This design comes from an exercise in tuning for small area and a short achievable clock period on the open sky130 flow, not from production work. Function not checked in this run: the RTL went through the layout flow alone.

===== design/flow/run.sh =====
#!/bin/bash
# synth_recipe.tcl (not shown) runs the flow's synth.tcl, then flattens the netlist and writes it again
# the make line also repeats each setting of config.mk as NAME=value (left out here)
make -C /OpenROAD-flow-scripts/flow DESIGN_CONFIG=/design/flow/config.mk WORK_HOME=/design/flow/orfs CLKGATE_MAP_FILE= SYNTH_SCRIPT=/design/flow/synth_recipe.tcl finish

===== design/flow/config.mk =====
export PLATFORM = sky130hd
export DESIGN_NAME = core_pipeline
export DESIGN_NICKNAME = core_pipeline
export VERILOG_FILES = /design/flow/design.v
export SDC_FILE = /design/flow/constraint.sdc
export NUM_CORES = 4
export LEC_CHECK = 0
export CAP_MARGIN = 20
export CORE_MARGIN = 2
export CORE_UTILIZATION = 40
export SETUP_SLACK_MARGIN = 3.0
export SLEW_MARGIN = 20

===== design/flow/constraint.sdc =====
create_clock -name core_clock -period 7.0 [get_ports {i_clk}]
set_input_delay 1.4000 -clock core_clock [delete_from_list [all_inputs] [get_ports {i_clk}]]
set_output_delay 1.4000 -clock core_clock [all_outputs]
set_load 0.01 [all_outputs]

===== design/flow/design.v =====
`timescale 1ns / 1ps
module core_pipeline
    #(
      parameter ADDRESS_SIZE = 10,
      parameter DATA_SIZE = 32
     )
    (
    input wire i_clk,
    input wire i_rst_n,
    input wire i_sys_stop,
    input wire i_sys_start,
    input wire signed [DATA_SIZE - 1:0] i_data,
    input wire [15:0] i_instruction,
    output wire o_read,
    output wire o_write,
    output wire [ADDRESS_SIZE - 1:0] o_address,
    output wire signed [DATA_SIZE - 1:0] o_data,
    output wire [ADDRESS_SIZE - 1:0] o_program_counter
    );
    reg r_sys_halt;
    always @(posedge i_clk)
    begin
        if (i_sys_stop)
            r_sys_halt <= 1'b1;
        else if (i_sys_start)
            r_sys_halt <= 1'b0;
    end
    reg [ADDRESS_SIZE - 1:0] r_pc;      
    reg [15:0] r_ir_read;               
    reg [15:0] r_ir_exec;               
    reg        r_wr_we;                 
    reg        r_wr_load;               
    reg [2:0]  r_wr_dest;               
    reg [DATA_SIZE - 1:0] r_wr_result;  
    reg [DATA_SIZE - 1:0] r_rf [0:7];   
    wire [15:0] ir = r_ir_exec;
    wire g_alu  = ir[15:14] == 2'b11;
    wire g_brl  = ir[15:14] == 2'b01;
    wire g_mem  = ir[15:14] == 2'b00;
    wire g_ctrl = ir[15:14] == 2'b10;
    wire i_arith = g_alu & ~ir[13];
    wire i_logic = g_alu & ir[13] & ~ir[9];
    wire i_halt  = g_alu & ir[9];
    wire i_loadc = g_mem & (ir[13:12] == 2'b01);
    wire i_store = g_mem & (ir[13:12] == 2'b10);
    wire i_load  = g_mem & (ir[13:12] == 2'b11);
    wire i_shl   = g_brl & ir[13];
    wire i_shr   = g_brl & ~ir[13];
    wire [2:0] idx_p = ir[2:0];
    wire [2:0] idx_q = g_alu ? ir[5:3] : g_mem ? ir[10:8] : ir[8:6];
    wire fwd_p = r_wr_we & (r_wr_dest == idx_p);
    wire fwd_q = r_wr_we & (r_wr_dest == idx_q);
    reg [DATA_SIZE - 1:0] rf_p, rf_q;
    integer k;
    always @(*)
    begin
        rf_p = {DATA_SIZE{fwd_p & ~r_wr_load}} & r_wr_result;
        rf_q = {DATA_SIZE{fwd_q & ~r_wr_load}} & r_wr_result;
        for (k = 0; k < 8; k = k + 1)
        begin
            rf_p = rf_p | ({DATA_SIZE{~fwd_p & (idx_p == k)}} & r_rf[k]);
            rf_q = rf_q | ({DATA_SIZE{~fwd_q & (idx_q == k)}} & r_rf[k]);
        end
    end
    wire [DATA_SIZE - 1:0] op_p = rf_p | ({DATA_SIZE{fwd_p & r_wr_load}} & i_data);
    wire [DATA_SIZE - 1:0] op_q = rf_q | ({DATA_SIZE{fwd_q & r_wr_load}} & i_data);
    wire [DATA_SIZE - 1:0] w_wr_value = r_wr_load ? i_data : r_wr_result;
    wire sub = ~ir[13] & ir[12];
    wire [DATA_SIZE - 1:0] b = op_p ^ {DATA_SIZE{sub}};
    wire [DATA_SIZE - 1:0] g0 = op_q & b;
    wire [DATA_SIZE - 1:0] p0 = op_q ^ b;
    wire [DATA_SIZE - 1:0] n0 = ~(op_q | b);
    wire [DATA_SIZE - 1:0] pg [0:5];
    wire [DATA_SIZE - 1:0] pp [0:5];
    assign pg[0] = {g0[DATA_SIZE - 2:0], sub};
    assign pp[0] = {p0[DATA_SIZE - 2:0], 1'b0};
    genvar l, j;
    generate
        for (l = 0; l < 5; l = l + 1) begin : pfx
            for (j = 0; j < DATA_SIZE; j = j + 1) begin : pos
                if ((j >> l) & 1) begin : comb
                    assign pg[l + 1][j] = pg[l][j] | (pp[l][j] & pg[l][((j >> l) << l) - 1]);
                    assign pp[l + 1][j] = pp[l][j] & pp[l][((j >> l) << l) - 1];
                end else begin : pass
                    assign pg[l + 1][j] = pg[l][j];
                    assign pp[l + 1][j] = pp[l][j];
                end
            end
        end
    endgenerate
    wire [DATA_SIZE - 1:0] sum = p0 ^ pg[5];
    wire lg_a = i_logic & (ir[11] ? ir[12] : ~ir[12]);            
    wire lg_x = i_logic & (ir[12] ? ~(ir[11] | ir[10]) : (ir[11] | ir[10]));  
    wire lg_n = i_logic & ir[12];                                  
    function [DATA_SIZE - 1:0] rev;
        input [DATA_SIZE - 1:0] x;
        integer k;
        begin
            for (k = 0; k < DATA_SIZE; k = k + 1)
                rev[k] = x[DATA_SIZE - 1 - k];
        end
    endfunction
    wire [4:0] sh_n = g_brl ? ir[4:0] : 5'd0;
    wire sh_big = g_brl & ir[5];
    wire sh_fill = ir[12] & op_q[DATA_SIZE - 1];
    wire [DATA_SIZE - 1:0] sh_in = i_shl ? rev(op_q) : op_q;
    wire signed [DATA_SIZE:0] sh_ext = {sh_fill, sh_in};
    wire signed [DATA_SIZE:0] sh_a = sh_ext >>> sh_n;
    wire [DATA_SIZE - 1:0] sh_r = sh_a[DATA_SIZE - 1:0];
    wire s_add = i_arith;
    wire s_shr = (i_shr & ~ir[5]) | g_mem;
    wire s_shl = i_shl & ~ir[5];
    wire s_fill = i_shr & ir[5] & sh_fill;
    wire [DATA_SIZE - 1:0] s_shr_v = {{(DATA_SIZE - 8){s_shr}}, {8{s_shr & ~i_loadc}}};
    wire [DATA_SIZE - 1:0] result =
        ({DATA_SIZE{s_add}} & sum) |
        ({DATA_SIZE{lg_a}} & g0) | ({DATA_SIZE{lg_x}} & p0) | ({DATA_SIZE{lg_n}} & n0) |
        (s_shr_v & sh_r) | ({DATA_SIZE{s_shl}} & rev(sh_r)) |
        {{(DATA_SIZE - 8){s_fill}}, {8{s_fill}} | ({8{i_loadc}} & ir[7:0])};
    wire ex_we = (g_alu & ~ir[9]) | g_brl | i_loadc | i_load;
    wire [2:0] ex_dest = g_mem ? ir[10:8] : ir[8:6];
    assign o_read = i_load;
    assign o_write = i_store;
    assign o_address = i_load ? op_p[ADDRESS_SIZE - 1:0] :
                       i_store ? op_q[ADDRESS_SIZE - 1:0] : {ADDRESS_SIZE{1'b0}};
    assign o_data = i_store ? op_p : {DATA_SIZE{1'b0}};
    reg cond;
    always @(*)
    begin
        case (ir[11:9])
            3'd0: cond = op_q[DATA_SIZE - 1];
            3'd1: cond = ~op_q[DATA_SIZE - 1];
            3'd2: cond = op_q == 0;
            3'd3: cond = op_q != 0;
            default: cond = 1'b0;
        endcase
    end
    wire take = g_ctrl & (~ir[12] | cond);
    wire [ADDRESS_SIZE - 1:0] target = ir[13] ? op_p[ADDRESS_SIZE - 1:0] :
        r_pc + {{(ADDRESS_SIZE - 6){ir[5]}}, ir[5:0]};
    always @(posedge i_clk, negedge i_rst_n)
    begin
        if (~i_rst_n)
            r_pc <= 0;
        else if (~r_sys_halt)
        begin
            if (take)
                r_pc <= target;
            else if (~i_halt)
                r_pc <= r_pc + 1'b1;
        end
    end
    assign o_program_counter = r_pc;
    always @(posedge i_clk, negedge i_rst_n)
    begin
        if (~i_rst_n)
        begin
            r_ir_read <= 0;
            r_ir_exec <= 0;
        end
        else if (~r_sys_halt)
        begin
            if (take)
            begin
                r_ir_read <= 0;
                r_ir_exec <= 0;
            end
            else
            begin
                r_ir_read <= i_instruction;
                r_ir_exec <= r_ir_read;
            end
        end
    end
    always @(posedge i_clk, negedge i_rst_n)
    begin
        if (~i_rst_n)
        begin
            r_wr_we <= 1'b0;
            r_wr_load <= 1'b0;
            r_wr_dest <= 3'd0;
            r_wr_result <= 0;
        end
        else if (~r_sys_halt)
        begin
            r_wr_we <= ex_we;
            r_wr_load <= i_load;
            r_wr_dest <= ex_dest;
            r_wr_result <= result;
        end
    end
    integer r;
    always @(posedge i_clk, negedge i_rst_n)
    begin
        if (~i_rst_n)
        begin
            for (r = 0; r < 8; r = r + 1)
                r_rf[r] <= 0;
        end
        else if (r_wr_we)
            r_rf[r_wr_dest] <= w_wr_value;
    end
endmodule

==> out/qor.yml <==
period_minus_slack_ns: 5.79
clk_latency_ns: 0.61
cp.required_ns: 7.46
numCtsBuffers: 41
synthFlopType: "dfrtp_1"
drv_cap: 0
layout-drive-gt1-share_pct: 34.9
regArea_mm2: 0.00843
wl_mm: 145
yosysSeqAreaShare_pct: 35.2
setup_viol: 0
place_congestion: 1.03
syn_to_final_growth_pct: 49.0
vias: 30099
synth_area_per_cell_um2: 8.18
syn_inst: 2916
ys_async_sr_fraction_pct: 99.7
worstMarginPinSlew_ns: 1.12
core_mm2: 0.0590
ant_nets: 0
worstRegToRegCells: 21
hold_viol_final: 0
overflow: 0
r2r_slack_ns: 1.21
grt_pass1_wl_mm: 196
critPathLaunchType: "flip-flop"
reg2reg_from: "r_wr_dest[2]"
clkSinkCount: 336
port-buffer-count: 105
grt_max_degree: 134
clk_pin_slew_ns: 0.06
first_iter_violations: 5465
fin_setup_tns_ns: 0
drc_errors: 0
ios: 106
yosysUniqueCellTypes: 97
crit_path_top_delay_cell: "or4bb_4"
cp_data_arrival_time_ns: 6.25
end_kind: "flip-flop"
status: "no timing/DRC/antenna violations"
clock.fmax_ghz: 0.173
rsz0062_at_grt: "true"
synth-edff-count: 0
crit_type: "flip-flop to flip-flop"
hpwl_mm: 89.3
hp-class: "flip-flop to flip-flop"
hold_depth: 1
finalCritPeriodShare_pct: 82.8
drv_slew: 0
synth_warnings: 2
antenna_found_initial: 4
cts-root-buf: "clkbuf_16"
whs_endpoint: "r_wr_result[22]"
layout.nets: 3573
die_w_um: 248
start_util_pct: 40.4
dieArea_mm2: 0.0616
crit_fanout: 20
die_y_um: 248
rows: 89
clockBufferDepth: 3
viasPerCell: 7.08
slew_headroom_pct: 25.2
drt_pre_antenna_iters: 17
multi_input_area_mm2: 0.0173
syn_nets: 3047
cts_max_level: 2
wl_per_cell_um: 34.1
grt.total_usage_pct: 44.0
finClkSkew_ns: 0.0397
hold_start: "r_wr_result[22]"
r2r-end: "r_wr_result[24]"
slowest_delay_ns: 0.57
ys_ff_latch: 336
fillers: 4951
cts_tree: "yes"
crit_chain: "buf_4 > or4bb_4 > buf_12 > nand2_1 > nor4_2 > nor4_2 > nand4_1 > buf_4 > ha_4 > a21o_1 > a21o_1 > a21oi_2 > nor2_2 > o31a_1 > a221o_1 > a211o_1 > a21o_1 > a21oi_2 > or3b_4 > a21oi_2 > o32a_1"
netlist_area_mm2: 0.0239
grt_pass1_vias: 27450
## sequential cells by signal (all words and copies together) (netlist names)
register	flops
r_rf	256
r_wr_we	1
r_wr_result	32
r_ir_read	16
r_ir_exec	16
r_sys_halt	1
r_pc	10
r_wr_dest	3
r_wr_load	1
## synthesized netlist by cell type, types with 19 or more instances
library cell  count  share of area, %
a211oi_1         30              0.94
a21oi_1         103               2.2
a221oi_1         36               1.3
a222oi_1         58               2.4
a22oi_1          88               2.8
and2_1           19              0.50
buf_2            34              0.71
clkbuf_1        187               2.9
dfrtp_1         335                35
ha_1             74               3.9
inv_1            95               1.5
mux2_2           19              0.90
mux2i_1          88               3.7
nand2_1         484               7.6
nand3_1          72               1.5
nand4_1          27              0.71
nor2_1          169               2.7
nor3_1           48               1.0
nor4_1           98               2.6
o211ai_1         26              0.82
o21ai_0         367               7.7
o22ai_1          24              0.63
xnor2_1          55               2.0
## layout by cell type (no fill, tap or decap), types with 15 or more instances in the layout
cell,netlist,final
a21oi_1,103,83
buf_6,7,144
ha_1,74,66
clkbuf_16,0,50
nand2_2,0,16
a21oi_2,1,17
a22oi_1,88,77
nand4_1,27,27
nor2_1,169,124
mux2i_4,0,26
xnor2_1,55,45
buf_12,0,44
nand2_1,484,444
buf_2,34,22
buf_4,2,404
o211ai_1,26,26
nand2_4,0,22
dfrtp_1,335,324
a222oi_1,58,58
o21ai_0,367,312
inv_1,95,86
nor4_2,2,22
mux2i_1,88,52
nor4_1,98,64
and2_1,19,15
mux2_2,19,15
nand2b_1,18,15
nor2_4,0,28
nand3_1,72,61
a221oi_2,2,15
nor3_1,48,38
a221oi_1,36,19
o21ai_1,1,26
o21ai_2,0,27
clkdlybuf4s50_1,0,57
nor2_2,0,17
## worst max-delay path, delay by kind of cell (launching register included)
kind | cells | cell delay (ns)
adder cells (fa/ha/maj) | 1 | 0.17
flip-flops | 1 | 0.47
AND/OR/NAND/NOR | 7 | 1.79
AO/OA/AOI/OAI | 10 | 2.51
buffers and inverters | 3 | 0.69
## per-stage QoR
stage | cell area, µm² | utilization, % | std cells | worst slack [ns] | hold WS [ns]
detailed placement | 26700 | 45.2 | 3721 | 0.602 | 0.470
finish | 35500 | 60.2 | 4250 | 1.21 | 0.486
global placement | 26700 | 45.2 | 3721 | 0.671 | 0.464
global route | 35500 | 60.2 | 4248 | 1.20 | 0.512
floorplan | 24300 | - | 2916 | 1.95 | 0.450
CTS | 33100 | 56.0 | 4104 | 1.83 | 0.490
## worst max path at each step
stage | endpoint | cells past startpoint | start | slack [ns]
4_1_cts | r_wr_result[24] | 20 | r_ir_exec[14] | 1.83
2_1_floorplan | r_wr_result[24] | 25 | r_ir_exec[14] | 1.95
6_report | r_wr_result[24] | 21 | r_wr_dest[2] | 1.21
3_3_place_gp | r_wr_result[28] | 20 | r_ir_exec[14] | 0.67
5_1_grt | r_wr_result[24] | 21 | r_wr_dest[2] | 1.20
3_5_place_dp | r_wr_result[28] | 22 | r_ir_exec[14] | 0.60
## routing by layer
metal  wire length (µm)  up-vias  global-route usage, %
met2              56700     2786                   61.8
met3              21600      891                   13.7
met1              52800    14451                   57.8
met4              13700        4                   29.3
li1                   -    11967                      -
met5                 28        -                      0
## timing repair
action	CTS	global route
hold buffers	0	0
pin swaps	183	177
resized for setup	657	330
cloned	22	10
buffers inserted	286	133
endpoints found under the setup margin	118	118
## area by class of cell
cell class | count | area share (%)
clock inverters | 19 | 0.693
flip-flops and latches | 336 | 23.7
clock buffers | 56 | 3.33
inverters | 100 | 1.10
repair buffers | 714 | 19.9
well taps | 773 | 2.72
multi-input cells | 2249 | 48.5
diodes | 3 | 0.0211
## cells by family (layout without fill, tap and decap cells)
| logic type | Yosys count | count (layout) | synth area share, % |
|---|---|---|---|
| muxes | 116 | 125 | 5.34 |
| DFF | 336 | 336 | 35.2 |
| and+or+nand+nor | 1022 | 1026 | 19.9 |
| xor gates and xnor gates | 60 | 60 | 2.23 |
| buffers and inverters | 345 | 889 | 5.96 |
| AOI/OAI and AO/OA | 958 | 959 | 27.0 |
| adders and majority gates | 79 | 79 | 4.30 |
| other | 0 | 3 | 0 |

-- afterwards: timing with drivers on the ports --
No port has a modelled driver above. Below, the same layout with a new extraction and two added sets of constraints.
Step 1, drivers: a clkbuf_16 drives i_clk and a buf_2 each remaining input, both assumed.
Step 2 times the ports against the registers' clock, not the clock port: input delays grow and output delays shrink by t, the midpoint of the rising clock arrivals with the driver on.
a / b / c = ideal / step 1 / step 2; a / b = the first two.
shift t [ns]: 0.659
setup slack, ns: 1.206 / 1.206 / 0.962
worst setup path at the end: input to register
pins driven straight from the clock port: 1
After both steps this run still meets setup and hold. For this run, drivers alone change the setup slack by 0.000 ns; drivers and shift together by -0.244 ns.
